Source: an optimization exercise on an open RTL-to-GDS flow (aim: small area). Production flows keep margins and buffers that such runs may drop.
At most, simulation tests tie the RTL to the original design; equivalence was not proved.
For run 4, only the layout was checked, not whether the RTL still works.
Power figures rest on the tool's default switching activity, not on a simulated workload.

<file path="run.sh">
#!/bin/bash
# synth_recipe.tcl (not shown) runs the flow's synth.tcl, then flattens the netlist and writes it again
# the make line also repeats each setting of config.mk as NAME=value (left out here)
make -C /OpenROAD-flow-scripts/flow DESIGN_CONFIG=/design/flow/config.mk WORK_HOME=/design/flow/orfs CLKGATE_MAP_FILE= SYNTH_SCRIPT=/design/flow/synth_recipe.tcl finish
</file>
<file path="config.mk">
export PLATFORM = sky130hd
export DESIGN_NAME = fsm_with_fifo
export DESIGN_NICKNAME = fsm_with_fifo
export VERILOG_FILES = /design/flow/design.v
export SDC_FILE = /design/flow/constraint.sdc
export NUM_CORES = 4
export LEC_CHECK = 0
export CAP_MARGIN = 20
export CORE_MARGIN = 2
export CORE_UTILIZATION = 40
export SLEW_MARGIN = 20
</file>
<file path="constraint.sdc">
create_clock -name core_clock -period 5.0 [get_ports {clk100_i}]
set_input_delay 1.0000 -clock core_clock [delete_from_list [all_inputs] [get_ports {clk100_i}]]
set_output_delay 1.0000 -clock core_clock [all_outputs]
set_load 0.01 [all_outputs]
</file>
<file path="design.v">
module button_sync (
  input   clk100_i,
  input   btn_i,
  output  btn_was_pressed
);
reg  [2:0] btn_start_sync;
always @( posedge clk100_i )
begin
  btn_start_sync[0] <= ~btn_i;
  btn_start_sync[1] <= btn_start_sync[0];
  btn_start_sync[2] <= btn_start_sync[1];
end
assign btn_was_pressed = ~btn_start_sync[2] & btn_start_sync[1];
endmodule
module fifo (
  input        clk100_i,
  input        rstn_i,
  input  [7:0] data_i,
  input        we_i,
  input        re_i,
  output reg [7:0] data_o,
  output       full_o,
  output       empty_o
);
localparam fifo_size =  4;  
integer i;
reg [7:0] mem [0 : fifo_size**2 - 1];
reg [fifo_size - 1 : 0] read_address;
reg [fifo_size - 1 : 0] write_address;
reg                     full_reg;
wire do_write = we_i && ~full_reg;
wire do_read  = re_i && ~empty_o;
assign empty_o = (write_address == 0) && ~full_reg;
assign full_o  = full_reg;
always @( posedge clk100_i or negedge rstn_i ) begin
  if ( !rstn_i ) begin
    read_address <= 0;
    write_address <= 0;
    full_reg <= 0;
    for (i = 0; i < fifo_size**2; i = i + 1)
      mem[i] <= 0;
  end
  else begin
    if ( do_read ) begin
      data_o <= mem[0];
      for (i = 1; i < fifo_size**2; i = i + 1)
        mem[i-1] <= mem[i];
    end
    if ( do_write ) begin
      if ( do_read )
        mem[write_address - 1] <= data_i;
      else
        mem[write_address] <= data_i;
    end
    if ( do_write && ~do_read ) begin
      write_address <= write_address + 1;
      if (write_address == fifo_size**2 - 1)
        full_reg <= 1'b1;
    end
    else if ( do_read && ~do_write ) begin
      write_address <= write_address - 1;
      full_reg <= 1'b0;
    end
  end
end
endmodule
module transmitter (
  input               clk100_i,
  input               rstn_i,
  input               start_i,
  input       [7:0]   data_i,
  output              busy,
  output reg  [7:0]   tx
);
reg [3:0] counter;
reg device_running;
assign busy = device_running;
always @( posedge clk100_i or negedge rstn_i ) begin
  if ( ~rstn_i ) begin
    tx                <= 0;
    counter           <= 0;
    device_running    <= 0;
  end
  else begin
    if ( start_i == 1'b1 && ~device_running ) begin
      counter        <= 1'b1;
      device_running <= 1'b1;
    end
    else if ( device_running && counter == 4'b1111 ) begin
      tx                <= data_i;
      counter           <= 0;
      device_running    <= 0;
    end
    else if ( device_running ) begin
      counter <= counter + 1;
    end
  end
end
endmodule
module fsm_with_fifo(
  input       clk100_i,
  input       rstn_i,
  input       btn_i,
  output      full_o,
  output  [7:0]    transmit_lane_o
);
localparam idle = 2'b00;
localparam load = 2'b01;
localparam transmit = 2'b10;
localparam w8_trans_to_compl =  2'b11;
reg  [1:0] state;
reg  [7:0] counter;
wire       btn_was_pressed;
wire [7:0] data_from_fifo_to_transmitter;
wire       fifo_is_empty;
wire       fifo_re;
wire       transmitter_is_busy;
wire       start_transaction;
always @(posedge clk100_i or negedge rstn_i) begin
  if ( !rstn_i ) begin
    state <= 2'b00;
  end
  else begin    
  case (state)
    idle:
      if (fifo_is_empty | transmitter_is_busy)
        state <= idle;
      else 
        state <= load;
    load: state <= transmit;
    transmit: state <= idle;
  endcase
  end
end
assign fifo_re = (state == load);
assign start_transaction = (state == transmit);
always @(posedge clk100_i or negedge rstn_i) begin
  if ( !rstn_i ) begin
    counter <= 8'b0;
  end
  else if ( btn_was_pressed ) begin
    if (counter == 8'b1111_1111) counter <= 0;
    else counter <= counter + 1;
  end
end
button_sync bs1(
  .clk100_i        ( clk100_i               ),
  .btn_i           ( btn_i           ),
  .btn_was_pressed ( btn_was_pressed  )
);
fifo fifo_input_buffer(
  .clk100_i  (clk100_i),
  .rstn_i    (rstn_i),
  .we_i      (btn_was_pressed),
  .re_i      (fifo_re),
  .data_i    (counter),
  .data_o    (data_from_fifo_to_transmitter),
  .empty_o   (fifo_is_empty),
  .full_o    (full_o)
);
 transmitter my_transmitter(
  .clk100_i  (clk100_i),
  .rstn_i    (rstn_i),
  .start_i     (start_transaction),
  .busy      (transmitter_is_busy),
  .data_i      (data_from_fifo_to_transmitter),
  .tx        (transmit_lane_o)
 );
endmodule
</file>
==> out/results.ini, run 1 <==
[sta]
final_hold_viol_count = 0
max_slew.worst_pin.slew_ns = 0.9876
post-route-period-util_pct = 73.63
clock_skew_ns = 0.008226
maxSlewHeadroom_pct = 34.00
unrepaired_setup_endpoints_after_global_routing = no
drv_slew = 0
final_period_minus_worst_setup_slack_ns = 3.681
setup-tns-final_ns = 0
fmax_ghz = 0.2716
final-setup-viol-count = 0

[floorplanning]
io_pins = 12
placeableCoreArea_um2 = 18710
floorplan.initialDensity_pct = 40.82
die_outline_height_um = 142.2
rows = 50
full_die_area_um2 = 20210
die_x_um = 142.2

[pwr]
vdd_ir_drop_max_uv = 469.6
sequentialPowerShare_pct = 44.0
swShare_pct = 36.64
comb_power_share_pct = 33.9
power.share.clock_pct = 22.1
power_density_nw_per_um2 = 678.7
power.leakage_uw = 0.003508
p_sw_uw = 2103
power.internal_uw = 3637

[layout]
utilization_pct = 45.21
antenna_cells_inserted = 0
drive_above_1_share_pct = 12.62
top_register = fifo_input_buffer.mem
nNetsFinal = 722
syn_to_final_growth_pct = 10.77
mostFrequentLayoutCells = dfrtp_1 (156), nor2_1 (93), o22ai_1 (62), nand2_1 (58), nand2b_1 (35)
max_reg_flops = 128
leading_cell_type_in_the_layout_fill_and_taps_excluded = dfrtp_1

[logic_synthesis]
post_synth_inst_count = 709
synthFlopType = dfrtp_1
number_of_warnings_printed_during_yosys_synthesis = 5
synthesis.nets = 723
synth-async-reset-ratio_pct = 93.41
synth_cell_type_count = 63
netlist_area_um2 = 7635
synth_edf_count = 8
synth.yosys.seq_area_share_pct = 55.06
ys_ff_latch = 167
synthesis.area_per_instance_um2 = 10.77

[route]
detail_route.drc_violations = 0
drtIter0Drc = 387
postRouteAntennaNets = 0
post_drt_via_cell_ratio = 5.994
num_vias = 5724
avgRoutedWirePerCell_um = 19.81
dr.pass1.iters = 8
postRouteWirelength_um = 18920

[clocking]
cts_clk_pin_slew_worst_paths_ns = 0.06
cts_setup_buffers = 0
cts.sink_count = 167
cts_resized = 0
ctsLongestPathBuffers = 2
cts_tree = built
cts_buffers = 17
cts.root.buffer_cell = clkbuf_16
htree_num_levels = 4
clk_latency_ns = 0.43
cts_hold_buf = 0

[setup_path]
setup.worst_path.start = fifo_input_buffer.write_address[0]$_DFFE_PN0P_
cp-start-kind = flop
cp_slowest_stage_delay_ns = 0.78
regToRegStartpoint = fifo_input_buffer.write_address[0]$_DFFE_PN0P_
worstSetupPathType = flop to flop
crit_path_top_delay_cell = nor2_4
rr_endpoint = fifo_input_buffer.write_address[3]$_DFFE_PN0P_
setup.reg_to_reg.worst_slack_ns = 1.32
worst_ep_required_time_ns = 5.35
timing.critical_path.arrival_ns = 4.03
worstSetupEndpointType = flop
crit_path_max_fanout = 40
crit_chain = inv_1, ha_1, nor4b_4, nor2_4, inv_2, ha_1, or4_1, a21oi_1, xor2_1
timing.reg2reg.worst_path_depth = 9
cpMostUsedCell = ha_1

[global_routing]
track_usage_pct = 19.72
grt_pass1_wl_um = 31230
gr-total-overflow = 0
first_global_vias = 5860
pin_count_of_the_biggest_net_entering_global_routing = 68
grt_antenna_before_repair = 0

[hold_path]
min_path_type = flop to flop
hold-path-cell-count = 0
hold_path_end = bs1.btn_start_sync[1]$_DFF_P_
holdCritStartpoint = bs1.btn_start_sync[0]$_DFF_P_

[run]
maxCapViolations = 0

[run_status]
run_status = no timing/DRC/antenna violations

[placement]
buffer_ports.inserted = 11
place_congestion = 0.9111
place_hpwl_um = 12620

## synth_stat cells (all sizes together), types with 3 or more instances
cell    number  area, um2
edfxtp       8      240.2
nand4        5      31.28
xnor2        7      61.31
buf         14      96.34
xor2         4      35.03
nand3        8      40.04
inv         22      82.58
a21oi       33      176.4
o21ai       28      173.9
mux2         8      90.09
clkbuf      19      71.32
or2b         7      52.55
dfxtp        3      60.06
dfrtp      156       3904
nor3         6      30.03
ha          11      137.6
or3         13      86.33
a22o         3      26.28
o32a         4      40.04
o31ai        3      37.54
nand2b      35      219.0
and2         3      21.27
and4         3      26.28
nand2       58      217.7
nor2        96      372.8
o22ai       62      387.9
o221a       48      540.5
a31oi        5      50.05
a211o        3      27.53
a22oi        8      60.06
## metrics by stage
step | instance area [um2] | instances | hold WS (ns) | setup slack (ns) | total power [uW]
floorplan | 7635 | 709 | 0.3096 | 2.398 | 3906
global placement | 7891 | 923 | 0.3121 | 1.609 | 4375
detailed placement | 7891 | 923 | 0.3164 | 1.407 | 4468
CTS | 8457 | 955 | 0.3319 | 1.366 | 5757
global route | 8457 | 955 | 0.3461 | 1.088 | 6115
finish | 8457 | 955 | 0.3293 | 1.319 | 5740
## cell type report
type,instances,area (um2)
clock buffer,20,436.7
sequential,167,4204
tap,234,292.8
fill,1718,10250
clock inverter,12,128.9
inverter,22,82.58
timing repair buffer,13,126.4
multi-input combinational,487,3186
## routing by layer
metal	vias up	GRT usage, %	share of wire (%)
li1	2615	-	-
met1	2946	25.09	44
met2	137	33.36	50
met3	26	4.206	4.0
met4	0	6.947	2.1
met5	-	0	0
## logic make-up after synthesis
kind of cell	after synthesis	synth area share [%]
AOI/OAI and AO/OA	210	21.29
buffers and inverters	55	3.278
DFF	167	55.06
muxes	9	1.311
adders and majority gates	11	1.803
xor gates and xnor gates	11	1.262
and+or+nand+nor	246	15.99
## worst max-delay path, delay by kind of cell, from the launching register on
family | cells | cell delay [ns]
xor gates and xnor gates | 1 | 0.17
adders and majority gates | 2 | 0.73
and+or+nand+nor | 3 | 1.43
DFF | 1 | 0.54
AOI/OAI and AO/OA | 1 | 0.22
buffers and inverters | 2 | 0.51
## worst max path at each step
| stage | end | cells past startpoint | slack (ns) |
|---|---|---|---|
| 2_1_floorplan | fifo_input_buffer.write_address[3]$_DFFE_PN0P_ | 13 | 2.40 |
| 3_3_place_gp | fifo_input_buffer.write_address[3]$_DFFE_PN0P_ | 9 | 1.61 |
| 3_5_place_dp | fifo_input_buffer.write_address[3]$_DFFE_PN0P_ | 9 | 1.41 |
| 4_1_cts | fifo_input_buffer.write_address[3]$_DFFE_PN0P_ | 9 | 1.37 |
| 5_1_grt | fifo_input_buffer.write_address[3]$_DFFE_PN0P_ | 9 | 1.09 |
| 6_report | fifo_input_buffer.write_address[3]$_DFFE_PN0P_ | 9 | 1.32 |
## power by group through the flow
stage / Combinational (uW) / Clock, uW / Sequential, uW
after floorplan: 1650 / 0 / 2260
after global placement: 1860 / 0 / 2520
after detailed placement: 1930 / 0 / 2540
after CTS: 1950 / 1290 / 2520
after global routing: 2170 / 1340 / 2600
final: 1950 / 1270 / 2530
==> run 2, diff against run 1 <==
==> design.v (replaced) <==
module fsm_with_fifo(
  input        clk100_i,
  input        rstn_i,
  input        btn_i,
  output       full_o,
  output [7:0] transmit_lane_o
);
reg  [2:0] sync;
always @(posedge clk100_i) begin
  sync[0] <= ~btn_i;
  sync[1] <= sync[0];
  sync[2] <= sync[1];
end
wire press = sync[1] & ~sync[2];
reg  [4:0] n;
wire full  = n[4];
wire empty = ~|n;
assign full_o = full;
reg  [4:0] ph;
wire rd  = (ph == 5'd1);
wire fin = (ph == 5'd17);
wire wr  = press & ~full;
wire drop = press & full;
reg  [3:0] k;
reg  [3:0] mem [0:15];
integer i;
always @(posedge clk100_i) begin
  if (wr) begin
    mem[0] <= k;
    for (i = 1; i < 16; i = i + 1)
      mem[i] <= mem[i-1];
  end
end
reg  [3:0] head;
always @* begin
  head = mem[4'd15];
  for (i = 1; i < 16; i = i + 1)
    if (n[3:0] == i) head = mem[i-1];
end
reg  [3:0] dd;
always @(posedge clk100_i)
  if (rd) dd <= head;
reg  [7:0] tx;
assign transmit_lane_o = tx;
always @(posedge clk100_i or negedge rstn_i) begin
  if (!rstn_i) begin
    n  <= 5'd0;
    ph <= 5'd0;
    k  <= 4'd0;
    tx <= 8'd0;
  end
  else begin
    if (wr & ~rd)
      n <= n + 5'd1;
    else if (rd & ~wr)
      n <= n - 5'd1;
    if (wr)
      k <= 4'd1;
    else if (drop)
      k <= k + 4'd1;
    if (fin) begin
      ph <= 5'd0;
      tx <= tx + {4'd0, dd};
    end
    else if (ph != 5'd0 || !empty)
      ph <= ph + 5'd1;
  end
end
endmodule
==> run 2 against run 1 <==
  * Sequential power shrank 53%
  * Wire length shrank 58%
  * Sequential cell count is 74 lower
  * Combinational power fell by 45%
  * Critical path depth rose by 2
  * Critical endpoint is now n[4]$_DFFE_PN0P_
  * Largest power group unchanged
==> out/results.ini, run 2 <==
[setup_path]
timing.critical_path.arrival_ns = 3.18  ; -0.85 ns
setup.worst_path.start = sync[2]$_DFF_P_
setup.reg_to_reg.worst_slack_ns = 2.06  ; +0.74 ns
crit_path_max_fanout = 65  ; +63%
cp-endpoint = n[4]$_DFFE_PN0P_
timing.reg2reg.worst_path_depth = 11  ; +2
worstSetupPathType = flop to flop
cp-start-kind = flop
worst_ep_required_time_ns = 5.25  ; -0.10 ns
worstSetupEndpointType = flop
rr_endpoint = n[4]$_DFFE_PN0P_
regToRegStartpoint = sync[2]$_DFF_P_

[global_routing]
first_global_vias = 2611  ; -55%
grt_antenna_before_repair = 0  ; unchanged
track_usage_pct = 15.24  ; -4.5 points
pin_count_of_the_biggest_net_entering_global_routing = 66  ; -2.9%
grt_pass1_wl_um = 13570  ; -57%
gr-total-overflow = 0  ; unchanged

[pwr]
sequentialPowerShare_pct = 43.4  ; -0.6 points
p_sw_uw = 1024  ; -51%
vdd_ir_drop_max_uv = 325.0  ; -31%
comb_power_share_pct = 39.1  ; +5.2 points
swShare_pct = 37.20  ; +0.56 points
power_density_nw_per_um2 = 581.4  ; -14%
finalPower_uw = 2753  ; -52%
power.leakage_uw = 0.001761  ; -50%
power.internal_uw = 1729  ; -52%
power.share.clock_pct = 17.6  ; -4.5 points

[clocking]
clk_latency_ns = 0.37  ; -0.06 ns
cts.root.buffer_cell = clkbuf_8
htree_num_levels = 3  ; -1
cts_buffers = 9  ; -8
cts_tree = built
ctsLongestPathBuffers = 2  ; unchanged
cts_hold_buf = 0  ; unchanged
cts_resized = 0  ; unchanged
cts.sink_count = 93  ; -44%
cts_setup_buffers = 0  ; unchanged
cts_clk_pin_slew_worst_paths_ns = 0.08  ; +0.02 ns

[floorplanning]
rows = 38  ; -24%
die_x_um = 108.2  ; -24%
placeableCoreArea_um2 = 10700  ; -43%
floorplan.initialDensity_pct = 40.58  ; -0.23 points
io_pins = 12  ; unchanged
full_die_area_um2 = 11700  ; -42%
die_outline_height_um = 108.2  ; -24%

[sta]
final-setup-viol-count = 0  ; unchanged
unrepaired_setup_endpoints_after_global_routing = no
max_slew.worst_pin.slew_ns = 0.9329  ; -0.05465 ns
final_hold_viol_count = 0  ; unchanged
post-route-period-util_pct = 58.73  ; -15 points
drv_slew = 0  ; unchanged
setup-tns-final_ns = 0  ; unchanged
fmax_ghz = 0.3405  ; +25%
final_period_minus_worst_setup_slack_ns = 2.937  ; -0.7448 ns
worst_hold_slack_ns = 0.3392  ; +0.009896 ns
clock_skew_ns = 0.01507  ; +0.006843 ns
maxSlewHeadroom_pct = 37.80  ; +3.8 points

[logic_synthesis]
synthesis.area_per_instance_um2 = 12.81  ; +19%
yosys.area_share.adder_pct = 4.380  ; +2.6 points
post-synth-top-area-cell = edfxtp_1
synthFlopType = edfxtp_1
post_synth_inst_count = 339  ; -52%
yosys.area_share.simple_pct = 10.86  ; -5.1 points
largest_cells_by_area_after_synthesis = edfxtp_1 (47%), dfrtp_1 (13%), ha_1 (3.5%), o21ai_0 (2.5%), a21oi_1 (2.4%)
synth_cell_type_count = 62  ; -1.6%
synth-async-reset-ratio_pct = 23.66  ; -70 points
synth_top_family_by_area = compound AO/OA/AOI/OAI gates
synth_edf_count = 68  ; +60
ys_ff_latch = 93  ; -44%
synth_common_cells = edfxtp_1 (68), dfrtp_1 (22), o21ai_0 (22)
number_of_warnings_printed_during_yosys_synthesis = 2  ; -3
netlist_area_um2 = 4342  ; -43%
yosys.area.top_type_share_pct = 47.03  ; -4.1 points
synth.yosys.seq_area_share_pct = 61.10  ; +6.0 points
synth-compound-area-share_pct = 13.37  ; -7.9 points
synth_mux_area_share_pct = 3.833  ; +2.5 points
synthesis.nets = 356  ; -51%
synth.most_common_cell = edfxtp_1
synthXorXnorAreaFrac_pct = 2.421  ; +1.2 points

[placement]
buffer_ports.inserted = 11  ; unchanged
place_congestion = 0.7689  ; -16%
place_hpwl_um = 5146  ; -59%
place.detailed.instances = 478  ; -48%

[layout]
mostFrequentLayoutCells = edfxtp_1 (68), o21ai_0 (22), dfrtp_1 (22), a21oi_1 (21), nand2_1 (20)
registers_with_the_highest_flip_flop_counts = mem (64), tx (8)
top_register = mem
nNetsFinal = 366  ; -49%
syn_to_final_growth_pct = 9.049
fill_cells = 991  ; -42%
utilization_pct = 44.26  ; -0.95 points
leading_cell_type_in_the_layout_fill_and_taps_excluded = edfxtp_1
max_reg_flops = 64  ; -50%
drive_above_1_share_pct = 12.43  ; -0.19 points
final-instance-count-excl-fill = 494  ; -48%
antenna_cells_inserted = 0  ; unchanged

[route]
postRouteAntennaNets = 0  ; unchanged
postRouteWirelength_um = 7948  ; -58%
avgRoutedWirePerCell_um = 16.09  ; -19%
num_vias = 2638  ; -54%
dr.pass1.iters = 4  ; -4
drtIter0Drc = 191  ; -51%
detail_route.drc_violations = 0  ; unchanged
post_drt_via_cell_ratio = 5.340  ; -11%

[run]
maxCapViolations = 0  ; unchanged

[run_status]
run_status = no timing/DRC/antenna violations

[hold_path]
min_path_type = flop to flop

run 2: changes by cell type after synthesis, sizes merged, moves of 38 or more:
| cell | before | now |
|---|---|---|
| dfrtp | 156 | 22 |
| nor2 | 96 | 20 |
| edfxtp | 8 | 68 |
| o22ai | 62 | 6 |
| o221a | 48 | 1 |
| nand2 | 58 | 20 |
run 2: final cells by class:
| type | instances | area (um2) | area share [%] |
|---|---|---|---|
| Sequential cell | 93 | 2653 | 56.03 |
| Multi-Input combinational cell | 215 | 1521 | 32.14 |
| Clock inverter | 5 | 31.28 | 0.6607 |
| Inverter | 15 | 56.30 | 1.189 |
| Clock buffer | 11 | 162.7 | 3.436 |
| Tap cell | 140 | 175.2 | 3.700 |
| Timing Repair Buffer | 15 | 135.1 | 2.854 |
run 2: logic make-up after synthesis:
group	Yosys count
AND/OR/NAND/NOR	87
XOR/XNOR	12
AO/OA/AOI/OAI	88
adder cells (fa/ha/maj)	14
flip-flops	93
multiplexers	14
buffers and inverters	31
run 2: per-layer routing:
layer | share of wire, % | track usage [%] | vias to the layer above
li1 | - | - | 1280
met1 | 50 | 22.06 | 1316
met2 | 45 | 21.29 | 31
met3 | 3.4 | 4.400 | 11
met4 | 1.8 | 6.593 | 0
met5 | 0 | 0 | -
run 2: how the worst min path moves through the flow:
stage                    start              end  slack [ns]  cells after the start
4_1_cts        sync[0]$_DFF_P_  sync[1]$_DFF_P_        0.34                      0
2_1_floorplan  sync[0]$_DFF_P_  sync[1]$_DFF_P_        0.31                      0
6_report       sync[0]$_DFF_P_  sync[1]$_DFF_P_        0.34                      0
3_3_place_gp   sync[0]$_DFF_P_  sync[1]$_DFF_P_        0.33                      0
3_5_place_dp   sync[0]$_DFF_P_  sync[1]$_DFF_P_        0.32                      0
5_1_grt        sync[0]$_DFF_P_  sync[1]$_DFF_P_        0.35                      0
run 2: metrics by stage:
stage	setup slack [ns]	instance area, um2
after global routing	1.772	4735
after floorplan	1.066	4344
after global placement	2.070	4546
after CTS	2.014	4740
after detailed placement	2.015	4546
final	2.063	4735
run 2: power groups by stage:
stage	logic (uW)	registers [uW]	clock network [uW]
after floorplan	903	1140	0
after global routing	1220	1220	533
after CTS	1080	1190	507
after global placement	1060	1200	0
final	1080	1190	484
after detailed placement	1080	1210	0
run 2: worst max-delay path: stages, from the launching register on:
cell and delay, ns:
dfxtp_1 0.30, nand2b_1 0.27, nor2_4 0.12, buf_4 0.64, ha_1 0.31, inv_1 0.10
fa_1 0.41, a21o_1 0.17, a21oi_1 0.16, xnor2_1 0.14, nor2_1 0.07, xor2_1 0.14
==> run 3, diff against run 2 <==
--- a/design.v
+++ b/design.v
@@ -22,4 +22,3 @@
 wire wr  = press & ~full;
-wire drop = press & full;
-reg  [3:0] k;
+reg  [3:0] cnt;
 reg  [3:0] mem [0:15];
@@ -28,3 +27,3 @@
   if (wr) begin
-    mem[0] <= k;
+    mem[0] <= cnt;
     for (i = 1; i < 16; i = i + 1)
@@ -39,5 +38,5 @@
 end
-reg  [3:0] dd;
+reg  [3:0] dout;
 always @(posedge clk100_i)
-  if (rd) dd <= head;
+  if (rd) dout <= head;
 reg  [7:0] tx;
@@ -46,6 +45,6 @@
   if (!rstn_i) begin
-    n  <= 5'd0;
-    ph <= 5'd0;
-    k  <= 4'd0;
-    tx <= 8'd0;
+    n   <= 5'd0;
+    ph  <= 5'd0;
+    cnt <= 4'd0;
+    tx  <= 8'd0;
   end
@@ -56,9 +55,9 @@
       n <= n - 5'd1;
-    if (wr)
-      k <= 4'd1;
-    else if (drop)
-      k <= k + 4'd1;
+    if (press)
+      cnt <= cnt + 4'd1;
     if (fin) begin
       ph <= 5'd0;
-      tx <= tx + {4'd0, dd};
+      tx[3:0] <= dout;
+      if (dout < tx[3:0])
+        tx[7:4] <= tx[7:4] + 4'd1;
     end
==> run 3 against run 2 <==
  * Synthesized cell count down 14%
  * Global-route usage decreased by 1.3 points
  * Worst setup slack improved by 0.42 ns
  * Sequential cell count did not move
  * Worst hold slack got worse by 0.0070 ns
  * Critical path depth up 1
  * Final cell count is 11% lower
  * Fmax grew 17%
  * Non-clock buffer count decreased by 1
  * Highest routed layer unchanged
==> out/results.ini, run 3 <==
[setup_path]
critical_path_buf_inv_count = 2  ; unchanged
cp-start-kind = flop
timing.critical_path.arrival_ns = 2.76  ; -0.42 ns
cpMostUsedCell = ha_1
crit_family = adder cells
crit_path_max_fanout = 4  ; -94%
worstSetupEndpointType = flop
crit_chain = inv_1, ha_1, nand2b_1, or3_1, ha_1, inv_1, ha_1, a21o_1, a21oi_1, xnor2_1, nor2_1, xor2_1
worstSetupPathType = flop to flop
worst_ep_required_time_ns = 5.24  ; about the same
crit_path_top_delay_cell = dfrtp_1
cp_slowest_stage_delay_ns = 0.41  ; -0.23 ns

[layout]
final-instance-count-excl-fill = 440  ; -11%
nNetsFinal = 318  ; -13%
fill_cells = 925  ; -6.7%
antenna_cells_inserted = 0  ; unchanged
syn_to_final_growth_pct = 9.407
top_register = mem
registers_with_the_highest_flip_flop_counts = mem (64), tx (8)
leading_cell_type_in_the_layout_fill_and_taps_excluded = edfxtp_1
regArea_um2 = 2653  ; unchanged
mostFrequentLayoutCells = edfxtp_1 (68), dfrtp_1 (22), nand2_1 (17), o21ai_0 (17), a21oi_1 (17)
multi_input_area_um2 = 1299  ; -15%
max_reg_flops = 64  ; unchanged
drive_above_1_share_pct = 11.73  ; -0.70 points

[hold_path]
min_path_type = flop to flop

[global_routing]
gr-total-overflow = 0  ; unchanged
first_global_vias = 2245  ; -14%
grt_pass1_wl_um = 11840  ; -13%
track_usage_pct = 13.90  ; -1.3 points
globalRoute.busiestLayer = met1
pin_count_of_the_biggest_net_entering_global_routing = 65  ; -1.5%
grt_antenna_before_repair = 0  ; unchanged
grt_use_met2_pct = 19.85  ; -1.4 points
use_met1_pct = 20.33  ; -1.7 points
global_route.usage.met3_pct = 2.558  ; -1.8 points

[sta]
maxSlewHeadroom_pct = 45.89  ; +8.1 points
clock_skew_ns = 0.008753  ; -0.006316 ns
setup-tns-final_ns = 0  ; unchanged
fmax_ghz = 0.3973  ; +17%
drv_slew = 0  ; unchanged
final-setup-viol-count = 0  ; unchanged
post-route-period-util_pct = 50.34  ; -8.4 points
final_period_minus_worst_setup_slack_ns = 2.517  ; -0.4197 ns
unrepaired_setup_endpoints_after_global_routing = no
final_hold_viol_count = 0  ; unchanged
max_slew.worst_pin.slew_ns = 0.8116  ; -0.1213 ns
worst_hold_slack_ns = 0.3323  ; -0.006954 ns

[placement]
buffer_ports.inserted = 11  ; unchanged
place.detailed.instances = 424  ; -11%
place_congestion = 0.7695  ; about the same
place_hpwl_um = 4627  ; -10%

[logic_synthesis]
synth_edf_count = 68  ; unchanged
synthFlopType = edfxtp_1
synthesis.area_per_instance_um2 = 14.04  ; +9.6%
synth_common_cells = edfxtp_1 (68), dfrtp_1 (22), a21oi_1 (17), nand2_1 (17), o21ai_0 (17)
post_synth_inst_count = 290  ; -14%
synth_cell_type_count = 48  ; -23%
synth-async-reset-ratio_pct = 23.66  ; unchanged
synth.most_common_cell = edfxtp_1
netlist_area_um2 = 4070  ; -6.3%
post-synth-top-area-cell = edfxtp_1
largest_cells_by_area_after_synthesis = edfxtp_1 (50%), dfrtp_1 (14%), ha_1 (3.7%), mux2_2 (2.8%), mux2i_1 (2.5%)
synth.yosys.seq_area_share_pct = 65.17  ; +4.1 points
ys_ff_latch = 93  ; unchanged
yosys.area.top_type_share_pct = 50.17  ; +3.1 points
synthesis.nets = 306  ; -14%
number_of_warnings_printed_during_yosys_synthesis = 2  ; unchanged

[clocking]
cts.sink_count = 93  ; unchanged
cts_hold_buf = 0  ; unchanged
cts_resized = 0  ; unchanged
ctsLongestPathBuffers = 2  ; unchanged
cts_clk_pin_slew_worst_paths_ns = 0.08  ; about the same
clk_latency_ns = 0.36  ; about the same
cts_setup_buffers = 0  ; unchanged
cts.root.buffer_cell = clkbuf_8
cts_tree = built
htree_num_levels = 3  ; unchanged
cts_buffers = 9  ; unchanged

[route]
avgRoutedWirePerCell_um = 16.14  ; +0.32%
postRouteAntennaNets = 0  ; unchanged
post_drt_via_cell_ratio = 5.130  ; -3.9%
drtIter0Drc = 100  ; -48%
postRouteWirelength_um = 7102  ; -11%
dr.pass1.iters = 4  ; unchanged
detail_route.drc_violations = 0  ; unchanged
num_vias = 2257  ; -14%

[floorplanning]
rows = 36  ; -5.3%
io_pins = 12  ; unchanged
floorplan.initialDensity_pct = 41.45  ; +0.87 points
placeableCoreArea_um2 = 9819  ; -8.2%
die_x_um = 104.9  ; -3.1%
die_outline_height_um = 104.9  ; -3.1%
full_die_area_um2 = 11000  ; -6.0%

[run_status]
run_status = no timing/DRC/antenna violations

[pwr]
finalPower_uw = 2446  ; -11%
vdd_ir_drop_max_uv = 273.4  ; -16%
power_density_nw_per_um2 = 549.2  ; -5.5%
power.leakage_uw = 0.001598  ; -9.3%

[run]
maxCapViolations = 0  ; unchanged

==> run 3: cell count changes after synthesis, moves of 4 or more <==
cell / change
xnor2_1: +4
buf_6: -4
nor2_1: -6
o21ai_0: -5
mux2i_1: +5
a21o_1: -6
nor3_1: -4
a21oi_1: -4
a2bb2oi_1: +4
nand2b_1: -6
==> run 3: per-layer routing <==
metal  up-vias  wire length (um)
li1       1106                 -
met1      1114              3582
met2        26              3184
met3        11               219
met4         0               115
met5         -                 0
==> run 3: worst register-to-register path, stage by stage, from the launching register on <==
cell and delay [ns]:
dfrtp_1 0.41, inv_1 0.10, ha_1 0.17, nand2b_1 0.07, or3_1 0.33, ha_1 0.21
inv_1 0.13, ha_1 0.29, a21o_1 0.19, a21oi_1 0.17, xnor2_1 0.14, nor2_1 0.06
xor2_1 0.14
==> run 3: final timing paths <==
kind	startpoint	to	slack [ns]	cells past startpoint
setup / recovery	ph[1]$_DFFE_PN0P_	n[4]$_DFFE_PN0P_	2.48	12
hold / removal	sync[0]$_DFF_P_	sync[1]$_DFF_P_	0.33	0
setup reg to reg	ph[1]$_DFFE_PN0P_	n[4]$_DFFE_PN0P_	2.48	12
hold reg to reg	sync[0]$_DFF_P_	sync[1]$_DFF_P_	0.33	0
max in group asynchronous	rstn_i	cnt[2]$_DFFE_PN0P_	4.05	1
min in group asynchronous	rstn_i	tx[3]$_DFFE_PN0N_	0.60	1
==> run 3: power breakdown <==
group	internal, uW	total, uW	leakage [uW]	switching [uW]
Sequential	1010	1150	0.000926	144
Clock	194	436	0.0000844	242
Combinational	392	860	0.000587	469
==> run 3: kinds of logic (layout without fill, tap and decap cells) <==
logic type,Yosys count,after routing,share of synthesized area (%)
muxes,24,24,7.440
xor gates and xnor gates,14,14,3.013
DFF,93,93,65.17
buffers and inverters,25,42,3.105
AOI/OAI and AO/OA,62,62,9.437
and+or+nand+nor,59,59,7.655
adders and majority gates,13,13,4.181
==> run 3: metrics by stage <==
step                util, %  setup slack [ns]  area, um2
floorplan                 -            0.9797       4073
global placement      43.74             2.557       4295
detailed placement    43.74             2.459       4295
CTS                   45.40             2.456       4458
global route          45.35             2.281       4453
finish                45.35             2.483       4453
==> run 3: area by class of cell <==
cell class / instances / area share, %
sequential: 93 / 59.57
clock buffer: 14 / 3.428
tap: 133 / 3.737
timing repair buffer: 14 / 2.866
clock inverter: 2 / 0.2248
multi-input combinational: 172 / 29.17
inverter: 12 / 1.012
==> run 4, diff against run 3 <==
--- a/design.v
+++ b/design.v
@@ -34,5 +34,5 @@
 always @* begin
-  head = mem[4'd15];
-  for (i = 1; i < 16; i = i + 1)
-    if (n[3:0] == i) head = mem[i-1];
+  head = 4'd0;
+  for (i = 0; i < 16; i = i + 1)
+    head = head | ({4{n[3:0] == i}} & mem[(i + 15) % 16]);
 end
--- a/config.mk
+++ b/config.mk
@@ -9,3 +9,4 @@
 export CORE_MARGIN = 2
-export CORE_UTILIZATION = 40
+export CORE_UTILIZATION = 60
+export CTS_BUF_LIST = sky130_fd_sc_hd__clkbuf_4 sky130_fd_sc_hd__clkbuf_8
 export SLEW_MARGIN = 20
==> run 4 against run 3 <==
  * Synthesized cell count is 2.8% lower
  * Clock skew rose by 0.0011 ns
  * Worst hold slack improved by 0.010 ns
  * Core utilization grew 24 points
  * Non-clock buffer count is 1 higher
  * Global-route usage increased by 5.2 points
  * Via count is 1.5% lower
  * Count of clock-buffer cells in the layout unchanged
  * First-iteration DRC count increased by 28%
  * Combinational power fell by 7.7%
  * Largest cell class unchanged
==> out/results.ini, run 4 <==
[clocking]
clk_latency_ns = 0.35  ; about the same
cts.root.buffer_cell = clkbuf_8
cts.sink_count = 93  ; unchanged
cts_clk_pin_slew_worst_paths_ns = 0.08  ; about the same
cts_buffers = 9  ; unchanged
cts_tree = built
htree_num_levels = 3  ; unchanged
cts_setup_buffers = 0  ; unchanged
cts_resized = 0  ; unchanged
ctsLongestPathBuffers = 2  ; unchanged
cts_hold_buf = 0  ; unchanged

[setup_path]
cp-start-kind = flop
cp.depth = 10  ; -2
crit_path_top_delay_cell = dfrtp_1
worst_ep_required_time_ns = 5.21  ; -0.03 ns
timing.reg2reg.worst_path_depth = 10  ; -2
setup.worst_path.start = ph[1]$_DFFE_PN0P_
crit_chain = inv_1, ha_1, nand2b_4, or3_1, ha_1, inv_1, ha_1, a21o_1, a2111oi_0, o31ai_1
critical_path_buf_inv_count = 2  ; unchanged
crit_path_max_fanout = 6  ; +2
cp-endpoint = n[4]$_DFFE_PN0P_
timing.critical_path.arrival_ns = 2.90  ; +0.14 ns
regToRegStartpoint = ph[1]$_DFFE_PN0P_
worstSetupPathType = flop to flop
cpMostUsedCell = ha_1
setup.reg_to_reg.worst_slack_ns = 2.32  ; -0.17 ns
cp_slowest_stage_delay_ns = 0.41  ; about the same
crit_family = compound AO/OA/AOI/OAI gates
worstSetupEndpointType = flop
rr_endpoint = n[4]$_DFFE_PN0P_

[route]
avgRoutedWirePerCell_um = 17.26  ; +6.9%
num_vias = 2223  ; -1.5%
drtIter0Drc = 128  ; +28%
postRouteWirelength_um = 6507  ; -8.4%
detail_route.drc_violations = 0  ; unchanged
post_drt_via_cell_ratio = 5.897  ; +15%
postRouteAntennaNets = 0  ; unchanged
dr.pass1.iters = 4  ; unchanged

[sta]
fmax_ghz = 0.3729  ; -6.2%
max_slew.worst_pin.slew_ns = 0.9000  ; +0.08835 ns
final-setup-viol-count = 0  ; unchanged
drv_slew = 0  ; unchanged
layout_setup_ws_ns = 2.318  ; -0.1650 ns
post-route-period-util_pct = 53.64  ; +3.3 points
clock_skew_ns = 0.009813  ; +0.001060 ns
final_period_minus_worst_setup_slack_ns = 2.682  ; +0.1650 ns
setup-tns-final_ns = 0  ; unchanged
final_hold_viol_count = 0  ; unchanged
unrepaired_setup_endpoints_after_global_routing = no
maxSlewHeadroom_pct = 40.00  ; -5.9 points

[placement]
place_hpwl_um = 4149  ; -10%
post_placement_setup_slack_ns = 2.316  ; -0.1437 ns
place_congestion = 0.7702  ; about the same
buffer_ports.inserted = 11  ; unchanged

[layout]
leading_cell_type_in_the_layout_fill_and_taps_excluded = edfxtp_1
fill_cells = 448  ; -52%
syn_to_final_growth_pct = 9.307  ; about the same
drive_above_1_share_pct = 13.33  ; +1.6 points
mostFrequentLayoutCells = edfxtp_1 (68), dfrtp_1 (22), o21ai_0 (15), nand2_1 (15), a21oi_1 (13)
top_register = mem
nNetsFinal = 311  ; -2.2%
max_reg_flops = 64  ; unchanged
antenna_cells_inserted = 0  ; unchanged
registers_with_the_highest_flip_flop_counts = mem (64), tx (8)

[pwr]
power.internal_uw = 1687  ; +6.0%
swShare_pct = 32.59  ; -2.4 points
power.leakage_uw = 0.001614  ; +1.0%
power.share.clock_pct = 22.1  ; +4.3 points
comb_power_share_pct = 31.7  ; -3.5 points
power_density_nw_per_um2 = 565.7  ; +3.0%
p_sw_uw = 815.6  ; -4.6%
sequentialPowerShare_pct = 46.1  ; -0.9 points
finalPower_uw = 2502  ; +2.3%
vdd_ir_drop_max_uv = 323.6  ; +18%

[logic_synthesis]
synthFlopType = edfxtp_1
yosys.area.top_type_share_pct = 50.46  ; +0.29 points
post_synth_inst_count = 282  ; -2.8%
post-synth-top-area-cell = edfxtp_1
synth_edf_count = 68  ; unchanged
number_of_warnings_printed_during_yosys_synthesis = 2  ; unchanged
ys_ff_latch = 93  ; unchanged
synth.yosys.seq_area_share_pct = 65.55  ; +0.38 points
largest_cells_by_area_after_synthesis = edfxtp_1 (50%), dfrtp_1 (14%), ha_1 (3.7%), mux2_2 (3.3%), mux2i_1 (2.2%)
synth-async-reset-ratio_pct = 23.66  ; unchanged
yosys.area_share.simple_pct = 10.48  ; +2.8 points
synth_common_cells = edfxtp_1 (68), dfrtp_1 (22), nand2_1 (15), o21ai_0 (15), a21oi_1 (13)
synthesis.nets = 298  ; -2.6%
synth_top_family_by_area = simple AND/OR/NAND/NOR gates
netlist_area_um2 = 4046  ; -0.58%
synth_mux_area_share_pct = 6.679  ; -0.76 points
yosys.area_share.adder_pct = 4.205  ; +0.025 points
synth_cell_type_count = 49  ; +2.1%
synth.most_common_cell = edfxtp_1
synthesis.area_per_instance_um2 = 14.35  ; +2.2%
synth-compound-area-share_pct = 7.761  ; -1.7 points
synthXorXnorAreaFrac_pct = 2.165  ; -0.85 points

[floorplanning]
placeableCoreArea_um2 = 6422  ; -35%
die_x_um = 86.12  ; -18%
rows = 29  ; -19%
die_outline_height_um = 86.12  ; -18%
floorplan.initialDensity_pct = 63.00  ; +22 points
io_pins = 12  ; unchanged
full_die_area_um2 = 7417  ; -33%

[global_routing]
use_met1_pct = 29.15  ; +8.8 points
pin_count_of_the_biggest_net_entering_global_routing = 65  ; unchanged
first_global_vias = 2097  ; -6.6%
gr-total-overflow = 0  ; unchanged
grt_pass1_wl_um = 10610  ; -10%
grt_antenna_before_repair = 0  ; unchanged
track_usage_pct = 19.10  ; +5.2 points
grt_use_met2_pct = 26.22  ; +6.4 points
global_route.usage.met3_pct = 3.754  ; +1.2 points
globalRoute.busiestLayer = met1

[hold_path]
hold-path-cell-count = 0  ; unchanged
min_path_type = flop to flop

[run_status]
run_status = no timing/DRC/antenna violations

[run]
maxCapViolations = 0  ; unchanged

[run 4: kinds of logic after synthesis]
logic type	Yosys count
compound gates	49
xor+xnor	10
fa+ha+maj	13
buf+inv	23
flops	93
mux	23
simple gates	71
[run 4: per-layer routing]
| metal | part of all wire (%) | routed length (um) |
|---|---|---|
| met1 | 53 | 3429 |
| met2 | 42 | 2726 |
| met3 | 2.6 | 172 |
| met4 | 2.7 | 178 |
| met5 | 0 | 0 |
[run 4: final cells by class]
cell class                      instances  area [um2]  area share (%)
Tap cell                               77       96.34           2.178
Clock inverter                          2       60.06           1.358
Inverter                               10       37.54          0.8487
Timing Repair Buffer                   15       135.1           3.055
Multi-Input combinational cell        166        1274           28.80
Clock buffer                           14       167.7           3.791
Sequential cell                        93        2653           59.97
[run 4: power by group through the flow]
stage               registers, uW  clock network, uW  logic [uW]
floorplan                    1130                  0         641
global placement             1170                  0         789
detailed placement           1170                  0         795
CTS                          1160                564         798
global route                 1180                591         890
finish                       1150                554         794
[run 4: how the worst min path moves through the flow]
stage | startpoint | endpoint | slack, ns
5_1_grt | sync[0]$_DFF_P_ | sync[1]$_DFF_P_ | 0.35
4_1_cts | sync[0]$_DFF_P_ | sync[1]$_DFF_P_ | 0.35
2_1_floorplan | sync[0]$_DFF_P_ | sync[1]$_DFF_P_ | 0.31
3_5_place_dp | sync[0]$_DFF_P_ | sync[1]$_DFF_P_ | 0.33
6_report | sync[0]$_DFF_P_ | sync[1]$_DFF_P_ | 0.34
3_3_place_gp | sync[1]$_DFF_P_ | sync[2]$_DFF_P_ | 0.33
[run 4: per-stage QoR]
stage | hold WS [ns] | utilization, % | instances | cell area, um2
finish | 0.3425 | 68.87 | 377 | 4423
global route | 0.3520 | 68.87 | 377 | 4423
CTS | 0.3489 | 68.95 | 377 | 4428
detailed placement | 0.3289 | 65.40 | 361 | 4200
global placement | 0.3331 | 65.40 | 361 | 4200
floorplan | 0.3096 | - | 282 | 4049
==> run 5, diff against run 4 <==
--- a/design.v
+++ b/design.v
@@ -15,8 +15,29 @@
 reg  [4:0] n;
-wire full  = n[4];
-wire empty = ~|n;
+wire empty = ~n[4] & ~n[2] & ~n[0];
+wire full  =  n[4] & ~n[3] &  n[2];
 assign full_o = full;
+wire n_up = ~n[4] | (n[2] & ~n[1]);    
+wire n_dn = ~n[0] | (n[4] & ~n[1]);    
+wire [16:1] occ;
+assign occ[1]  = ~n[3] & ~n[1] &  n[0];
+assign occ[2]  = ~n[4] & ~n[2] &  n[1];
+assign occ[3]  = ~n[3] &  n[2] &  n[0];
+assign occ[4]  = ~n[4] &  n[3] &  n[1];
+assign occ[5]  =  n[4] &  n[2] &  n[0];
+assign occ[6]  =  n[3] &  n[1] & ~n[0];
+assign occ[7]  =  n[3] & ~n[1] & ~n[0];
+assign occ[8]  =  n[4] & ~n[2] & ~n[1];
+assign occ[9]  = ~n[2] & ~n[0];
+assign occ[10] = ~n[3] &  n[2] & ~n[1];
+assign occ[11] = ~n[4] &  n[3] & ~n[2];
+assign occ[12] =  n[4] & ~n[3] &  n[0];
+assign occ[13] = ~n[4] &  n[1] & ~n[0];
+assign occ[14] =  n[2] & ~n[1] &  n[0];
+assign occ[15] =  n[3] & ~n[2] &  n[1];
+assign occ[16] =  n[4] & ~n[3] &  n[2];
 reg  [4:0] ph;
-wire rd  = (ph == 5'd1);
-wire fin = (ph == 5'd17);
+wire idle = ~|ph;
+wire rd   = ~ph[4] & ~ph[1] &  ph[0];
+wire fin  =  ph[4] & ~ph[3] & ~ph[0];
+wire ph_in = (~ph[4] & ph[0]) | (ph[4] & ph[3] & ~ph[1]) | (idle & ~empty);
 wire wr  = press & ~full;
@@ -36,3 +57,3 @@
   for (i = 0; i < 16; i = i + 1)
-    head = head | ({4{n[3:0] == i}} & mem[(i + 15) % 16]);
+    head = head | ({4{occ[i+1]}} & mem[i]);
 end
@@ -52,9 +73,9 @@
     if (wr & ~rd)
-      n <= n + 5'd1;
+      n <= {n[3:0], n_up};
     else if (rd & ~wr)
-      n <= n - 5'd1;
+      n <= {n_dn, n[4:1]};
     if (press)
       cnt <= cnt + 4'd1;
+    ph <= {ph[3:0], ph_in};
     if (fin) begin
-      ph <= 5'd0;
       tx[3:0] <= dout;
@@ -63,4 +84,2 @@
     end
-    else if (ph != 5'd0 || !empty)
-      ph <= ph + 5'd1;
   end
--- a/config.mk
+++ b/config.mk
@@ -9,4 +9,3 @@
 export CORE_MARGIN = 2
-export CORE_UTILIZATION = 60
-export CTS_BUF_LIST = sky130_fd_sc_hd__clkbuf_4 sky130_fd_sc_hd__clkbuf_8
+export CORE_UTILIZATION = 55
 export SLEW_MARGIN = 20
==> run 5 against run 4 <==
  * Via count fell by 8.3%
  * Register-to-register slack improved by 0.28 ns
  * Wire length fell by 2.7%
  * Largest cell class unchanged
  * Fmax decreased by 23%
  * Area after synthesis down 9.3%
  * Sequential cell count stayed put
  * Critical path type is now flop to output port
  * Still clean on timing, DRC and antenna
  * Worst hold slack got worse by 0.0072 ns
  * Worst setup slack lost 0.80 ns
  * Sequential power increased by 6%
  * Sequential share of layout area up 5.8 points
==> out/results.ini, run 5 <==
[route]
postRouteWirelength_um = 6329  ; -2.7%
post_drt_via_cell_ratio = 5.873  ; -0.40%
drtIter0Drc = 152  ; +19%
num_vias = 2038  ; -8.3%
dr.pass1.iters = 4  ; unchanged
avgRoutedWirePerCell_um = 18.24  ; +5.7%
postRouteAntennaNets = 0  ; unchanged
detail_route.drc_violations = 0  ; unchanged

[layout]
mostFrequentLayoutCells = edfxtp_1 (68), dfrtp_1 (22), nand2_1 (16), a22oi_1 (13), o21ai_1 (13)
max_reg_flops = 64  ; unchanged
fill_cells = 497  ; +11%
registers_with_the_highest_flip_flop_counts = mem (64), tx (8)
leading_cell_type_in_the_layout_fill_and_taps_excluded = edfxtp_1
drive_above_1_share_pct = 8.519  ; -4.8 points
antenna_cells_inserted = 0  ; unchanged
top_register = mem
syn_to_final_growth_pct = 9.993
nNetsFinal = 274  ; -12%

[run]
maxCapViolations = 0  ; unchanged

[global_routing]
first_global_vias = 1919  ; -8.5%
pin_count_of_the_biggest_net_entering_global_routing = 65  ; unchanged
gr-total-overflow = 0  ; unchanged
track_usage_pct = 19.15  ; +0.050 points
grt_pass1_wl_um = 10510  ; -0.91%
grt_antenna_before_repair = 0  ; unchanged

[clocking]
cts_buffers = 9  ; unchanged
cts_resized = 0  ; unchanged
cts_setup_buffers = 0  ; unchanged
cts.root.buffer_cell = clkbuf_8
cts_tree = built
cts_hold_buf = 0  ; unchanged
cts_clk_pin_slew_worst_paths_ns = 0.10  ; +0.02 ns
cts.sink_count = 93  ; unchanged
htree_num_levels = 3  ; unchanged
clk_latency_ns = 0.36  ; about the same
ctsLongestPathBuffers = 2  ; unchanged

[logic_synthesis]
largest_cells_by_area_after_synthesis = edfxtp_1 (56%), dfrtp_1 (15%), a22oi_1 (2.7%), ha_1 (2.0%), o21ai_1 (1.8%)
synth.yosys.seq_area_share_pct = 72.31  ; +6.8 points
synthesis.nets = 262  ; -12%
synth_common_cells = edfxtp_1 (68), dfrtp_1 (22), nand2_1 (16)
synth_cell_type_count = 42  ; -14%
synthFlopType = edfxtp_1
post_synth_inst_count = 253  ; -10%
yosys.area.top_type_share_pct = 55.66  ; +5.2 points
synth_edf_count = 68  ; unchanged
synth-async-reset-ratio_pct = 23.66  ; unchanged
ys_ff_latch = 93  ; unchanged
synth.most_common_cell = edfxtp_1
synthesis.area_per_instance_um2 = 14.50  ; +1.1%
number_of_warnings_printed_during_yosys_synthesis = 2  ; unchanged
netlist_area_um2 = 3669  ; -9.3%
post-synth-top-area-cell = edfxtp_1

[sta]
max_slew.worst_pin.slew_ns = 0.7836  ; -0.1164 ns
setup-tns-final_ns = 0  ; unchanged
final-setup-viol-count = 0  ; unchanged
worst_hold_slack_ns = 0.3353  ; -0.007203 ns
unrepaired_setup_endpoints_after_global_routing = no
final_hold_viol_count = 0  ; unchanged
fmax_ghz = 0.2868  ; -23%
drv_slew = 0  ; unchanged
clock_skew_ns = 0.01272  ; +0.002907 ns
post-route-period-util_pct = 69.73  ; +16 points
maxSlewHeadroom_pct = 47.76  ; +7.8 points
final_period_minus_worst_setup_slack_ns = 3.487  ; +0.8047 ns

[setup_path]
timing.critical_path.arrival_ns = 2.49  ; -0.41 ns
setup.reg_to_reg.worst_slack_ns = 2.60  ; +0.28 ns
worstSetupPathType = flop to output port
worstSetupEndpointType = output port
worst_ep_required_time_ns = 4.00  ; -1.21 ns
cp-start-kind = flop
crit_path_max_fanout = 21  ; +15

[run_status]
run_status = no timing/DRC/antenna violations

[hold_path]
min_path_type = flop to flop

[placement]
place_congestion = 0.7622  ; -1.0%
place_hpwl_um = 4190  ; +1.0%
buffer_ports.inserted = 11  ; unchanged

[floorplanning]
placeableCoreArea_um2 = 6386  ; -0.57%
floorplan.initialDensity_pct = 57.45  ; -5.6 points
io_pins = 12  ; unchanged
full_die_area_um2 = 7339  ; -1.0%
die_outline_height_um = 85.67  ; -0.52%
rows = 29  ; unchanged
die_x_um = 85.67  ; -0.52%

[pwr]
vdd_ir_drop_max_uv = 279.3  ; -14%
power_density_nw_per_um2 = 566.0  ; about the same
finalPower_uw = 2284  ; -8.7%
power.leakage_uw = 0.001446  ; -10%

run 5: worst paths after layout:
check | depth (start not counted) | endpoint | from
worst max-delay path | 3 | full_o | n[2]$_DFFE_PN0P_
worst min-delay path | 0 | sync[1]$_DFF_P_ | sync[0]$_DFF_P_
worst max register to register | 8 | n[0]$_DFFE_PN0P_ | n[2]$_DFFE_PN0P_
worst min register to register | 0 | sync[1]$_DFF_P_ | sync[0]$_DFF_P_
max in group asynchronous | 1 | cnt[2]$_DFFE_PN0P_ | rstn_i
min in group asynchronous | 1 | tx[0]$_DFFE_PN0P_ | rstn_i
run 5: metal layers:
| layer | global-route usage [%] | wire, um | vias to the layer above |
|---|---|---|---|
| met5 | 0 | 0 | - |
| met3 | 4.042 | 297 | 8 |
| li1 | - | - | 989 |
| met4 | 7.792 | 84 | 0 |
| met2 | 24.50 | 2718 | 50 |
| met1 | 31.65 | 3229 | 991 |
run 5: where the power goes:
group / switching, uW / internal [uW] / leakage, uW
Combinational: 306 / 279 / 0.000417
Sequential: 203 / 1010 / 0.000925
Clock: 264 / 218 / 0.000104
Total: 772 / 1510 / 0.00145
run 5: worst max-delay path: stages (launching register included):
cell and delay [ns]:
dfrtp_1 0.78, inv_2 0.23, nor3_1 0.49, clkdlybuf4s50_1 0.64
run 5: cells by family after synthesis:
group                      count (synthesis)  share of synthesized area, %
xor gates and xnor gates                   6                         1.432
and+or+nand+nor                           57                         8.186
adders and majority gates                  6                         2.046
DFF                                       93                         72.31
AOI/OAI and AO/OA                         63                         11.73
buffers and inverters                     21                         2.285
muxes                                      7                         2.012
run 5: cell type report:
type                            count  area [um2]  area share [%]
Clock buffer                       10       148.9           3.690
Clock inverter                      6       47.55           1.178
Inverter                           10       37.54          0.9302
Multi-Input combinational cell    139       939.7           23.29
Sequential cell                    93        2653           65.74
Tap cell                           77       96.34           2.388
Timing Repair Buffer               12       112.6           2.791
run 5: per-stage QoR:
step	cells	area, um2	util (%)	setup slack, ns
after floorplan	253	3669	-	0.02152
after global placement	331	3844	60.19	1.915
after detailed placement	331	3844	60.19	1.898
after CTS	347	4040	63.26	1.501
after global routing	347	4035	63.19	1.380
final	347	4035	63.19	1.513
==> run 6, diff against run 5 <==
--- a/config.mk
+++ b/config.mk
@@ -10,2 +10,5 @@
 export CORE_UTILIZATION = 55
+export CTS_BUF_LIST = sky130_fd_sc_hd__clkbuf_16
+export CTS_CLUSTER_DIAMETER = 100
+export CTS_CLUSTER_SIZE = 50
 export SLEW_MARGIN = 20
==> run 6 against run 5 <==
  * Power increased by 8.1%
  * Still clean on timing, DRC and antenna
  * Sequential share of layout area decreased by 1.6 points
  * Largest cell class unchanged
  * Core utilization increased by 1.6 points
  * Wire length increased by 1.9%
  * Area after synthesis unchanged
  * Synthesized cell count unchanged
  * Clock skew decreased by 0.0051 ns
  * Register-to-register slack got worse by 0.03 ns
  * Sequential cell count unchanged
  * Fmax decreased by 0.15%
  * Highest routed layer unchanged
==> out/results.ini, run 6 <==
[run_status]
run_status = no timing/DRC/antenna violations

[setup_path]
cp.depth = 3  ; unchanged
crit_chain = inv_2, nor3_1, clkdlybuf4s50_1
cp_slowest_stage_delay_ns = 0.77  ; about the same
crit_path_max_fanout = 21  ; unchanged
cp-start-kind = flop
timing.reg2reg.worst_path_depth = 8  ; unchanged
setup.reg_to_reg.worst_slack_ns = 2.57  ; -0.03 ns
worstSetupPathType = flop to output port
worst_ep_required_time_ns = 4.00  ; about the same
worstSetupEndpointType = output port
timing.critical_path.arrival_ns = 2.49  ; about the same
critical_path_buf_inv_count = 2  ; unchanged
crit_path_top_delay_cell = dfrtp_1
crit_family = buffers and inverters

[clocking]
cts_setup_buffers = 0  ; unchanged
clk_latency_ns = 0.33  ; -0.03 ns
ctsLongestPathBuffers = 2  ; unchanged
cts.sink_count = 93  ; unchanged
cts_tree = built
cts.root.buffer_cell = clkbuf_16
htree_num_levels = 3  ; unchanged
cts_hold_buf = 0  ; unchanged
cts_buffers = 9  ; unchanged
cts_resized = 0  ; unchanged
cts_clk_pin_slew_worst_paths_ns = 0.07  ; -0.03 ns

[pwr]
power_density_nw_per_um2 = 596.7  ; +5.4%
power.internal_uw = 1669  ; +10%
vdd_ir_drop_max_uv = 371.6  ; +33%
swShare_pct = 32.39  ; -1.4 points
sequentialPowerShare_pct = 49.5  ; -3.8 points
power.share.clock_pct = 26.7  ; +5.6 points
power.leakage_uw = 0.001493  ; +3.2%
p_sw_uw = 799.4  ; +3.5%
comb_power_share_pct = 23.8  ; -1.8 points

[layout]
antenna_cells_inserted = 0  ; unchanged
fill_cells = 486  ; -2.2%
registers_with_the_highest_flip_flop_counts = mem (64), tx (8)
drive_above_1_share_pct = 8.519  ; unchanged
regArea_um2 = 2653  ; unchanged
top_register = mem
leading_cell_type_in_the_layout_fill_and_taps_excluded = edfxtp_1
nNetsFinal = 274  ; unchanged
max_reg_flops = 64  ; unchanged
syn_to_final_growth_pct = 12.76
mostFrequentLayoutCells = edfxtp_1 (68), dfrtp_1 (22), nand2_1 (16), a22oi_1 (13), o21ai_1 (13)
multi_input_area_um2 = 939.7  ; unchanged

[logic_synthesis]
synth_cell_type_count = 42  ; unchanged
post-synth-top-area-cell = edfxtp_1
synth.most_common_cell = edfxtp_1
synth-async-reset-ratio_pct = 23.66  ; unchanged
synthFlopType = edfxtp_1
largest_cells_by_area_after_synthesis = edfxtp_1 (56%), dfrtp_1 (15%), a22oi_1 (2.7%), ha_1 (2.0%), o21ai_1 (1.8%)
synth_edf_count = 68  ; unchanged
yosys.area.top_type_share_pct = 55.66  ; unchanged
ys_ff_latch = 93  ; unchanged
synth.yosys.seq_area_share_pct = 72.31  ; unchanged
netlist_area_um2 = 3669  ; unchanged
number_of_warnings_printed_during_yosys_synthesis = 2  ; unchanged
post_synth_inst_count = 253  ; unchanged
synth_common_cells = edfxtp_1 (68), dfrtp_1 (22), nand2_1 (16)
synthesis.nets = 262  ; unchanged
synthesis.area_per_instance_um2 = 14.50  ; unchanged

[sta]
setup-tns-final_ns = 0  ; unchanged
fmax_ghz = 0.2864  ; -0.15%
layout_setup_ws_ns = 1.508  ; -0.005310 ns
final-setup-viol-count = 0  ; unchanged
final_hold_viol_count = 0  ; unchanged
clock_skew_ns = 0.007634  ; -0.005085 ns
post-route-period-util_pct = 69.84  ; +0.11 points
unrepaired_setup_endpoints_after_global_routing = no
max_slew.worst_pin.slew_ns = 0.8271  ; +0.04351 ns
drv_slew = 0  ; unchanged
final_period_minus_worst_setup_slack_ns = 3.492  ; +0.005310 ns
maxSlewHeadroom_pct = 44.86  ; -2.9 points

[global_routing]
pin_count_of_the_biggest_net_entering_global_routing = 65  ; unchanged
grt_antenna_before_repair = 0  ; unchanged
gr-total-overflow = 0  ; unchanged
first_global_vias = 1948  ; +1.5%
grt_pass1_wl_um = 10650  ; +1.3%
track_usage_pct = 19.45  ; +0.30 points

[route]
num_vias = 2066  ; +1.4%
detail_route.drc_violations = 0  ; unchanged
post_drt_via_cell_ratio = 5.954  ; +1.4%
postRouteAntennaNets = 0  ; unchanged
avgRoutedWirePerCell_um = 18.58  ; +1.9%
postRouteWirelength_um = 6447  ; +1.9%
dr.pass1.iters = 4  ; unchanged
drtIter0Drc = 174  ; +14%

[floorplanning]
die_outline_height_um = 85.67  ; unchanged
full_die_area_um2 = 7339  ; unchanged
placeableCoreArea_um2 = 6386  ; unchanged
die_x_um = 85.67  ; unchanged
io_pins = 12  ; unchanged
rows = 29  ; unchanged
floorplan.initialDensity_pct = 57.45  ; unchanged

[placement]
post_placement_setup_slack_ns = 1.898  ; unchanged
place_congestion = 0.7622  ; unchanged
buffer_ports.inserted = 11  ; unchanged
place_hpwl_um = 4190  ; unchanged

[run]
maxCapViolations = 0  ; unchanged

[hold_path]
hold-path-cell-count = 0  ; unchanged
min_path_type = flop to flop

-- run 6: final timing paths --
| kind | from | endpoint |
|---|---|---|
| worst min-delay path | sync[0]$_DFF_P_ | sync[1]$_DFF_P_ |
| worst min register to register | sync[0]$_DFF_P_ | sync[1]$_DFF_P_ |
| worst max-delay path | n[2]$_DFFE_PN0P_ | full_o |
| min in group asynchronous | rstn_i | tx[0]$_DFFE_PN0P_ |
| worst max register to register | n[2]$_DFFE_PN0P_ | n[0]$_DFFE_PN0P_ |
| max in group asynchronous | rstn_i | cnt[2]$_DFFE_PN0P_ |
-- run 6: metrics by stage --
stage               utilization (%)  power, uW  hold slack (ns)  instance area, um2  cells
global placement              60.19       1812           0.3098                3844    331
global route                  64.77       2623           0.3346                4136    347
finish                        64.77       2468           0.3284                4136    347
detailed placement            60.19       1822           0.3136                3844    331
CTS                           64.85       2483           0.3302                4141    347
floorplan                         -       1610           0.3096                3669    253
-- run 6: worst reg2reg max path: cells and delay by family (launching register included) --
family	cells	cell delay (ns)
AO/OA/AOI/OAI	2	0.11
adder cells (fa/ha/maj)	1	0.31
buffers and inverters	1	0.23
flip-flops	1	0.77
AND/OR/NAND/NOR	4	0.89
-- run 6: cells by family (layout without fill, tap and decap cells) --
logic type | count (synthesis) | count (layout) | synth area share [%]
fa+ha+maj | 6 | 6 | 2.046
xor+xnor | 6 | 6 | 1.432
flops | 93 | 93 | 72.31
mux | 7 | 7 | 2.012
compound gates | 63 | 63 | 11.73
buf+inv | 21 | 38 | 2.285
simple gates | 57 | 57 | 8.186
-- run 6: metal layers --
| layer | track usage, % | part of all wire, % |
|---|---|---|
| met4 | 7.792 | 1.2 |
| met3 | 4.042 | 4.7 |
| met1 | 31.62 | 51 |
| met2 | 25.57 | 43 |
| met5 | 0 | 0 |
-- run 6: layout make-up --
class,instances,area share (%)
clock inverter,6,1.149
tap,77,2.329
clock buffer,10,6.050
sequential,93,64.13
multi-input combinational,139,22.72
timing repair buffer,12,2.722
inverter,10,0.9074
-- run 6: power groups by stage --
stage	Combinational [uW]	Clock [uW]	Sequential, uW
after floorplan	478	0	1130
after global placement	582	0	1230
after detailed placement	588	0	1230
after CTS	593	671	1220
after global routing	671	705	1250
final	588	659	1220
==> run 7, diff against run 6 <==
--- a/config.mk
+++ b/config.mk
@@ -10,5 +10,5 @@
 export CORE_UTILIZATION = 55
-export CTS_BUF_LIST = sky130_fd_sc_hd__clkbuf_16
-export CTS_CLUSTER_DIAMETER = 100
-export CTS_CLUSTER_SIZE = 50
+export CTS_BUF_LIST = sky130_fd_sc_hd__clkbuf_8
+export CTS_CLUSTER_DIAMETER = 50
+export CTS_CLUSTER_SIZE = 24
 export SLEW_MARGIN = 20
==> run 7 against run 6 <==
  * Still clean
  * Sequential share of layout area grew 1.5 points
  * Die area unchanged
  * Worst setup slack worse by 0.00075 ns
==> out/results.ini, run 7 <==
[setup_path]
crit_path_max_fanout = 21  ; unchanged
worst_ep_required_time_ns = 4.00  ; about the same
timing.reg2reg.worst_path_depth = 8  ; unchanged
worstSetupPathType = flop to output port
cp_slowest_stage_delay_ns = 0.79  ; +0.02 ns
rr_endpoint = n[0]$_DFFE_PN0P_
timing.critical_path.arrival_ns = 2.49  ; about the same
crit_chain = inv_2, nor3_1, clkdlybuf4s50_1
setup.reg_to_reg.worst_slack_ns = 2.59  ; +0.02 ns
worstSetupEndpointType = output port
crit_family = buffers and inverters
regToRegStartpoint = n[2]$_DFFE_PN0P_
cp-start-kind = flop
crit_path_top_delay_cell = dfrtp_1

[global_routing]
grt_antenna_before_repair = 0  ; unchanged
grt_use_met2_pct = 24.50  ; -1.1 points
grt_pass1_wl_um = 10510  ; -1.3%
pin_count_of_the_biggest_net_entering_global_routing = 65  ; unchanged
use_met1_pct = 31.65  ; about the same
globalRoute.busiestLayer = met1
track_usage_pct = 19.15  ; -0.30 points
global_route.usage.met3_pct = 4.042  ; unchanged
first_global_vias = 1919  ; -1.5%

[layout]
syn_to_final_growth_pct = 10.13
max_reg_flops = 64  ; unchanged
nNetsFinal = 274  ; unchanged
mostFrequentLayoutCells = edfxtp_1 (68), dfrtp_1 (22), nand2_1 (16), a22oi_1 (13), o21ai_1 (13)
design_area_final_um2 = 4040  ; -2.3%
drive_above_1_share_pct = 8.519  ; unchanged
registers_with_the_highest_flip_flop_counts = mem (64), tx (8)
leading_cell_type_in_the_layout_fill_and_taps_excluded = edfxtp_1

[route]
avgRoutedWirePerCell_um = 18.34  ; -1.3%
detail_route.drc_violations = 0  ; unchanged
dr.pass1.iters = 4  ; unchanged
num_vias = 2053  ; -0.63%
postRouteAntennaNets = 0  ; unchanged
drtIter0Drc = 190  ; +9.2%
postRouteWirelength_um = 6364  ; -1.3%
post_drt_via_cell_ratio = 5.916  ; -0.63%

[logic_synthesis]
synthXorXnorAreaFrac_pct = 1.432  ; unchanged
ys_ff_latch = 93  ; unchanged
largest_cells_by_area_after_synthesis = edfxtp_1 (56%), dfrtp_1 (15%), a22oi_1 (2.7%), ha_1 (2.0%), o21ai_1 (1.8%)
yosys.area.top_type_share_pct = 55.66  ; unchanged
synthesis.nets = 262  ; unchanged
number_of_warnings_printed_during_yosys_synthesis = 2  ; unchanged
synth_mux_area_share_pct = 2.012  ; unchanged
yosys.area_share.simple_pct = 8.186  ; unchanged
synth_cell_type_count = 42  ; unchanged
yosys.area_share.adder_pct = 2.046  ; unchanged
synth_edf_count = 68  ; unchanged
synthesis.area_per_instance_um2 = 14.50  ; unchanged
netlist_area_um2 = 3669  ; unchanged
synthFlopType = edfxtp_1
synth.most_common_cell = edfxtp_1
post-synth-top-area-cell = edfxtp_1
synth_common_cells = edfxtp_1 (68), dfrtp_1 (22), nand2_1 (16)
synth.yosys.seq_area_share_pct = 72.31  ; unchanged
synth-async-reset-ratio_pct = 23.66  ; unchanged
synth_top_family_by_area = compound AO/OA/AOI/OAI gates
synth-compound-area-share_pct = 11.73  ; unchanged

[pwr]
power.leakage_uw = 0.001448  ; -3.0%

[floorplanning]
io_pins = 12  ; unchanged
floorplan.initialDensity_pct = 57.45  ; unchanged
die_x_um = 85.67  ; unchanged
placeableCoreArea_um2 = 6386  ; unchanged
die_outline_height_um = 85.67  ; unchanged
full_die_area_um2 = 7339  ; unchanged

[sta]
unrepaired_setup_endpoints_after_global_routing = no
layout_setup_ws_ns = 1.507  ; -0.0007500 ns
worst_hold_slack_ns = 0.3353  ; +0.006934 ns
fmax_ghz = 0.2863  ; about the same
maxSlewHeadroom_pct = 47.34  ; +2.5 points
setup-tns-final_ns = 0  ; unchanged
drv_slew = 0  ; unchanged
final_period_minus_worst_setup_slack_ns = 3.493  ; +0.0007500 ns
final-setup-viol-count = 0  ; unchanged
post-route-period-util_pct = 69.85  ; about the same
final_hold_viol_count = 0  ; unchanged
max_slew.worst_pin.slew_ns = 0.7899  ; -0.03716 ns
clock_skew_ns = 0.01182  ; +0.004184 ns

[clocking]
clk_latency_ns = 0.36  ; +0.03 ns
cts_buffers = 9  ; unchanged
cts_setup_buffers = 0  ; unchanged
ctsLongestPathBuffers = 2  ; unchanged
cts_tree = built
cts_resized = 0  ; unchanged
htree_num_levels = 3  ; unchanged
cts.sink_count = 93  ; unchanged
cts_hold_buf = 0  ; unchanged
cts.root.buffer_cell = clkbuf_8

[placement]
place.detailed.instances = 331  ; unchanged
place_hpwl_um = 4190  ; unchanged
dpl_cell_area_um2 = 3844  ; unchanged
place_congestion = 0.7622  ; unchanged
post_placement_setup_slack_ns = 1.898  ; unchanged
buffer_ports.inserted = 11  ; unchanged

[hold_path]
hold_path_end = sync[1]$_DFF_P_
hold-path-cell-count = 0  ; unchanged
holdCritStartpoint = sync[0]$_DFF_P_
min_path_type = flop to flop

[run_status]
run_status = no timing/DRC/antenna violations

[run]
maxCapViolations = 0  ; unchanged

[run 7: cell counts after synthesis]
Identical to the previous run, type by type.
[run 7: through the flow]
stage	total power (uW)	utilization, %
after floorplan	1610	-
after global placement	1812	60.19
after detailed placement	1822	60.19
after CTS	2323	63.34
after global routing	2460	63.26
final	2305	63.26
[run 7: cell type report]
type,instances,area (um2)
fillers,497,2346
clock inverters,7,77.57
well taps,77,96.34
inverters,10,37.54
flip-flops and latches,93,2653
multi-input cells,139,939.7
clock buffers,9,123.9
repair buffers,12,112.6
[run 7: kinds of logic (layout without fill, tap and decap cells)]
logic type               Yosys count  count (layout)
AO/OA/AOI/OAI                     63              63
buffers and inverters             21              38
flip-flops                        93              93
multiplexers                       7               7
adder cells (fa/ha/maj)            6               6
XOR/XNOR                           6               6
AND/OR/NAND/NOR                   57              57
[run 7: where the power goes]
group / internal, uW / switching, uW
logic: 279 / 305
registers: 1010 / 203
clock network: 238 / 265
[run 7: worst max-delay path by stage]
stage | startpoint | slack (ns) | to | cells past startpoint
2_1_floorplan | n[3]$_DFFE_PN0P_ | 0.02 | n[0]$_DFFE_PN0P_ | 10
3_3_place_gp | n[2]$_DFFE_PN0P_ | 1.92 | full_o | 3
3_5_place_dp | n[2]$_DFFE_PN0P_ | 1.90 | full_o | 3
4_1_cts | n[2]$_DFFE_PN0P_ | 1.50 | full_o | 3
5_1_grt | n[2]$_DFFE_PN0P_ | 1.38 | full_o | 3
6_report | n[2]$_DFFE_PN0P_ | 1.51 | full_o | 3
[run 7: routing by layer]
metal | vias to the layer above | share of wire [%] | routed length, um
met5 | - | 0 | 0
met4 | 0 | 1.3 | 80
met3 | 9 | 4.8 | 304
met2 | 51 | 43 | 2711
met1 | 1004 | 51 | 3267
li1 | 989 | - | -
